Source: an optimization exercise on an open RTL-to-GDS flow (aim: small area, a short achievable clock period and few clock cycles). Production flows keep margins and buffers that such runs may drop.
In this exercise RTL edits were held to simulation tests only and were not proved equivalent to the original.
Power figures rest on the tool's default switching activity, not on a simulated workload.

## top_v1b
module top_v1b (
    input clk,
    input rst,
    input wr,
    input [2:0] address,
    input [7:0] wdata,
    output [7:0] rdata,
    output busy
);
reg [7:0] ah, al, bh, bl;
always @(posedge clk) if (wr) begin
    case (address)
    3'd0: ah <= wdata;
    3'd1: al <= wdata;
    3'd2: bh <= wdata;
    3'd3: bl <= wdata;
    default: ;
    endcase
end
wire sa = ah[7];
wire sb = bh[7];
wire xs = sa ^ sb;
wire [14:0] ma = sa ? -{ah[6:0], al} : {ah[6:0], al};
wire [14:0] mb = sb ? -{bh[6:0], bl} : {bh[6:0], bl};
wire ma_zero = (ma == 15'd0);
wire mb_zero = (mb == 15'd0);
function [3:0] blen(input [14:0] v);
    integer j;
    begin
        blen = 4'd0;
        for (j = 0; j < 15; j = j + 1) if (v[j]) blen = j + 1;
    end
endfunction
wire [3:0] la = blen(ma);
wire [3:0] lb = blen(mb);
wire [4:0] ediff = {1'b0, la} - {1'b0, lb};      
wire       eneg = ediff[4];                      
reg        Status;
reg        o_mul, o_div, o_frc, o_sqr;           
reg [4:0]  cnt;
reg        fix;      
reg        fr;       
reg [31:0] X;
reg [16:0] Ax;
reg [15:0] Bx;
assign busy = Status;
reg [7:0] xb;
always @* case (address[1:0])
    2'd0: xb = X[31:24];
    2'd1: xb = X[23:16];
    2'd2: xb = X[15:8];
    default: xb = X[7:0];
endcase
assign rdata = address[2] ? {7'b0, Status & (address[1:0] == 2'd0)} : xb;
wire start = wr && (address == 3'd4);
wire [1:0] nop = wdata[1:0];
wire [3:0] pa = 4'd8 - {1'b0, la[3:1]} - {3'b0, la[0]};    
wire [3:0] sh = (nop == 2'd3) ? {pa[2:0], 1'b0} :
                (nop == 2'd0) ? 4'd0 - {lb[3:0]} :          
                (eneg ? 4'd0 : ediff[3:0]);
wire [15:0] bsrc = (nop == 2'd3) ? {1'b0, ma} : {1'b0, mb};
wire [15:0] bnorm = bsrc << sh;
wire [4:0] ediv = (eneg | mb_zero) ? 5'd0 : ediff + 5'd1;
wire [4:0] n0 = (nop == 2'd0) ? {1'b0, lb} :
                (nop == 2'd1) ? ediv :
  ...
==> flow/config.mk <==
export PLATFORM = sky130hd
export DESIGN_NAME = top_v1b
export DESIGN_NICKNAME = top_v1b
export VERILOG_FILES = /design/flow/design.v
export SDC_FILE = /design/flow/constraint.sdc
export NUM_CORES = 4
export LEC_CHECK = 0
export ABC_AREA = 1
export CAP_MARGIN = 20
export CORE_MARGIN = 2
export CORE_UTILIZATION = 40
export PLACE_DENSITY = 0.6
export SETUP_SLACK_MARGIN = 3.2
export SLEW_MARGIN = 20
==> flow/constraint.sdc <==
create_clock -name core_clock -period 8.0 [get_ports {clk}]
set_input_delay 1.6000 -clock core_clock [delete_from_list [all_inputs] [get_ports {clk}]]
set_output_delay 1.6000 -clock core_clock [all_outputs]
set_load 0.01 [all_outputs]
standard.sh (not shown) runs the stock make flow with config.mk's settings and CLKGATE_MAP_FILE= SYNTH_SCRIPT=/design/flow/synth_recipe.tcl, a recipe that flattens the netlist after the stock synthesis.
==> flow/flow/run.sh <==
#!/bin/bash
# The standard layout, with two changes to how it is made:
#  - ports are buffered with buf_4 instead of the delay buffer buffer_ports picks;
#  - timing repair may resize cells across footprints.
# The make output (every ORFS step, plus ORFS's own per-step logs under orfs/logs)
# goes to flow_make.log in this folder.
set -euo pipefail
bash standard.sh MATCH_CELL_FOOTPRINT=0 "BUFFER_PORTS_ARGS=-buffer_cell sky130_fd_sc_hd__buf_4" finish > flow_make.log 2>&1
The first run went through all stages and came out clean.
Testbench counts at the start, summed over its fixed seeds: cycles 157,093.
Then changed:
==> flow/run.sh (new file) <==
#!/bin/bash
# synth_recipe.tcl (not shown) runs the flow's synth.tcl, then flattens the netlist and writes it again
# the make line also repeats each setting of config.mk as NAME=value (left out here)
make -C /OpenROAD-flow-scripts/flow DESIGN_CONFIG=/design/flow/config.mk WORK_HOME=/design/flow/orfs CLKGATE_MAP_FILE= SYNTH_SCRIPT=/design/flow/synth_recipe.tcl finish
removed: flow/flow/run.sh
removed: flow/standard.sh
Effect: The new run ran to the end with no violations; hold slack hardly moves; core utilization came out higher by 0.58 points; area after synthesis does not change; worst setup slack degrades by 0.082 ns.
Then changed:
- CORE_UTILIZATION: 40 -> 55
- PLACE_DENSITY: 0.6 -> 0.75
- SETUP_SLACK_MARGIN: 3.2 -> 3.4
What happened: The new run ran to the end with no violations. Maximum frequency climbs by 4.0%. Routed wire length drops by 1.9%. Total power climbs by 2.1%. Global-route usage climbs by 8.1 points. Hold slack improved by 0.0042 ns.


Setup of S:
Starting RTL as in the previous note.
==> flow/design.v (excerpt) <==
module top_v1b (
    input clk,
    input rst,
    input wr,
    input [2:0] address,
    input [7:0] wdata,
    output [7:0] rdata,
    output busy
);
reg [7:0] ah, al, bh, bl;
always @(posedge clk) if (wr) begin
    case (address)
    3'd0: ah <= wdata;
    3'd1: al <= wdata;
    3'd2: bh <= wdata;
    3'd3: bl <= wdata;
    default: ;
    endcase
end
wire sa = ah[7];
wire sb = bh[7];
wire xs = sa ^ sb;
wire [14:0] ma = sa ? -{ah[6:0], al} : {ah[6:0], al};
wire [14:0] mb = sb ? -{bh[6:0], bl} : {bh[6:0], bl};
wire ma_zero = (ma == 15'd0);
wire mb_zero = (mb == 15'd0);
function [3:0] blen(input [14:0] v);
    integer j;
    begin
        blen = 4'd0;
        for (j = 0; j < 15; j = j + 1) if (v[j]) blen = j + 1;
    end
endfunction
wire [3:0] la = blen(ma);
wire [3:0] lb = blen(mb);
wire [4:0] ediff = {1'b0, la} - {1'b0, lb};      
wire       eneg = ediff[4];                      
reg        Status;
reg        o_mul, o_div, o_frc, o_sqr;           
reg [4:0]  cnt;
reg        fix;      
reg        fr;       
reg [31:0] X;
reg [16:0] Ax;
reg [15:0] Bx;
assign busy = Status;
reg [7:0] xb;
always @* case (address[1:0])
    2'd0: xb = X[31:24];
    2'd1: xb = X[23:16];
    2'd2: xb = X[15:8];
    default: xb = X[7:0];
endcase
assign rdata = address[2] ? {7'b0, Status & (address[1:0] == 2'd0)} : xb;
wire start = wr && (address == 3'd4);
wire [1:0] nop = wdata[1:0];
wire [3:0] pa = 4'd8 - {1'b0, la[3:1]} - {3'b0, la[0]};    
wire [3:0] sh = (nop == 2'd3) ? {pa[2:0], 1'b0} :
                (nop == 2'd0) ? 4'd0 - {lb[3:0]} :          
                (eneg ? 4'd0 : ediff[3:0]);
wire [15:0] bsrc = (nop == 2'd3) ? {1'b0, ma} : {1'b0, mb};
wire [15:0] bnorm = bsrc << sh;
wire [4:0] ediv = (eneg | mb_zero) ? 5'd0 : ediff + 5'd1;
wire [4:0] n0 = (nop == 2'd0) ? {1'b0, lb} :
                (nop == 2'd1) ? ediv :
  ...
==> flow/config.mk <==
export PLATFORM = sky130hd
export DESIGN_NAME = top_v1b
export DESIGN_NICKNAME = top_v1b
export VERILOG_FILES = /design/flow/design.v
export SDC_FILE = /design/flow/constraint.sdc
export NUM_CORES = 4
export LEC_CHECK = 0
export ABC_AREA = 1
export CAP_MARGIN = 20
export CORE_MARGIN = 2
export CORE_UTILIZATION = 60
export PLACE_DENSITY = 0.8
export SETUP_SLACK_MARGIN = 3.4
export SLEW_MARGIN = 20
==> flow/constraint.sdc <==
create_clock -name core_clock -period 8.0 [get_ports {clk}]
set_input_delay 1.6000 -clock core_clock [delete_from_list [all_inputs] [get_ports {clk}]]
set_output_delay 1.6000 -clock core_clock [all_outputs]
set_load 0.01 [all_outputs]
==> flow/flow/run.sh <==
#!/bin/bash
# The standard layout, with two changes to how it is made:
#  - ports are buffered with buf_4 instead of the delay buffer buffer_ports picks;
#  - timing repair may resize cells across footprints.
# The make output (every ORFS step, plus ORFS's own per-step logs under orfs/logs)
# goes to flow_make.log in this folder.
set -euo pipefail
bash standard.sh MATCH_CELL_FOOTPRINT=0 "BUFFER_PORTS_ARGS=-buffer_cell sky130_fd_sc_hd__buf_4" finish > flow_make.log 2>&1
Testbench counts of S, summed over its fixed seeds: cycles 157,093.
> inputs changed (S -> T)
- changing CORE_UTILIZATION from 60 to 40
- changing PLACE_DENSITY from 0.8 to 0.6
- changing SETUP_SLACK_MARGIN from 3.4 to 3.6
==> flow/run.sh (new file) <==
#!/bin/bash
# synth_recipe.tcl (not shown) runs the flow's synth.tcl, then flattens the netlist and writes it again
# the make line also repeats each setting of config.mk as NAME=value (left out here)
make -C /OpenROAD-flow-scripts/flow DESIGN_CONFIG=/design/flow/config.mk WORK_HOME=/design/flow/orfs CLKGATE_MAP_FILE= SYNTH_SCRIPT=/design/flow/synth_recipe.tcl finish
removed: flow/flow/run.sh
removed: flow/standard.sh
## What came out
- Re part of the total power dissipated in combinational logic: S and T aren't equal, and the higher value belongs to T.
- Routed wire in T totals more than in S.
- Die area, S and T: lower on S
- When the final numbers for S and T were put side by side, the sequential share of layout area turned out to be greater in S.
- The first-pass GRT wire length in T sits about 8% above the value recorded for S.
- | overall routing resource usage | T vs S | 10 points lower |
- Of the two candidates, S has the better power and T the worse one.
- Compare S and T | sum of buffers and inverters on the critical path lower: S
- On sequential logic power, S and T are neck and neck.
- The clock period minus worst slack in T was lower than what S gave.


## 10-08
top_v1b, a different RTL version from the one above (not shown whole).
Size in the first run: roughly 110 flip-flops, about 23 I/O pins, roughly 11000 sq um of cells after synthesis.
==> flow/config.mk <==
export PLATFORM = sky130hd
export DESIGN_NAME = top_v1b
export DESIGN_NICKNAME = top_v1b
export VERILOG_FILES = /design/flow/design.v
export SDC_FILE = /design/flow/constraint.sdc
export NUM_CORES = 4
export LEC_CHECK = 0
export ABC_AREA = 1
export CAP_MARGIN = 20
export CORE_MARGIN = 2
export CORE_UTILIZATION = 40
export PLACE_DENSITY = 0.6
export SETUP_SLACK_MARGIN = 3.2
export SLEW_MARGIN = 20
==> flow/constraint.sdc <==
create_clock -name core_clock -period 8.0 [get_ports {clk}]
set_input_delay 1.6000 -clock core_clock [delete_from_list [all_inputs] [get_ports {clk}]]
set_output_delay 1.6000 -clock core_clock [all_outputs]
set_load 0.01 [all_outputs]
run.sh (not shown) runs the stock make flow with config.mk's settings and CLKGATE_MAP_FILE= SYNTH_SCRIPT=/design/flow/synth_recipe.tcl, a recipe that flattens the netlist after the stock synthesis.
Stock flow here: none of the scripts above is used.
Testbench counts of 10-08, summed over its fixed seeds: cycles 158,091.
The inputs of 01-13 differ from those of 10-08 as listed below.
- SETUP_SLACK_MARGIN: 3.2 -> 3.4
==> notes.md <==
- 10-08 and 01-13 all finish clean.
- Compared with 10-08, 01-13 shows a higher number of non-clock buffers in the layout.
- Going from 10-08 to 01-13, relative contribution of the clock network to total power shows a reduction of 0.9 points; switching share of power shows a reduction of 0.20 points; register share of the cell area shows a reduction of 0.58 points; via count of the first global-routing pass shows an increase of 136.
- Comparing 10-08 and 01-13, the higher total buffers and inverters traversed by the critical path was measured on 01-13.
- Power deteriorates in 01-13 relative to 10-08.
- Taking 10-08 as the reference point, the mean routed wirelength per cell of 01-13 rises by 0.13 um.
- Diff 01-13..10-08 | CTS H-tree depth | unchanged
- 01-13 vs 10-08 on time the worst path needs with I/O delays and setup: 01-13 is the lower one.
- NOTE: met3 layer wire length in the routed design in 01-13 falls short of that of 10-08

-- separate check: timing with driven ports --
No port has a modelled driver above. Below, the same layouts with a new extraction and two added sets of constraints.
Step 1, drivers: a clkbuf_16 drives clk and a buf_2 each remaining input, both assumed.
Step 2 also shifts input and output timing later by t, the mid clock arrival at the registers, as if the neighbouring blocks saw the same clock.
a / b / c = ideal ports / drivers / drivers and shift; a / b = the first two.
| run | t (ns) | slack for setup (ns) | worst data-port slew with drivers (ns) | cell pins on the clock port's net |
|---|---|---|---|---|
| the first run of note 1 | 0.428 | 3.375 / 3.345 / 3.345 | 0.04 | 1 |
| the second run of note 1 | 0.429 | 3.293 / 3.256 / 3.256 | 0.05 | 1 |
| the third run of note 1 | 0.415 | 3.472 / 3.462 / 3.279 | 0.03 | 1 |
| S | 0.430 | 3.442 / 3.442 / 3.442 | 0.03 | 1 |
| T | 0.433 | 3.522 / 3.522 / 3.357 | 0.05 | 1 |
| 10-08 | 0.483 | 3.257 / 3.231 / 3.231 | 0.04 | 1 |
| 01-13 | 0.483 | 3.429 / 3.402 / 3.357 | 0.04 | 1 |
After both steps every run listed still meets setup and hold. For the third run of note 1, which loses most, drivers alone change the setup slack by -0.010 ns; drivers and shift together by -0.193 ns.
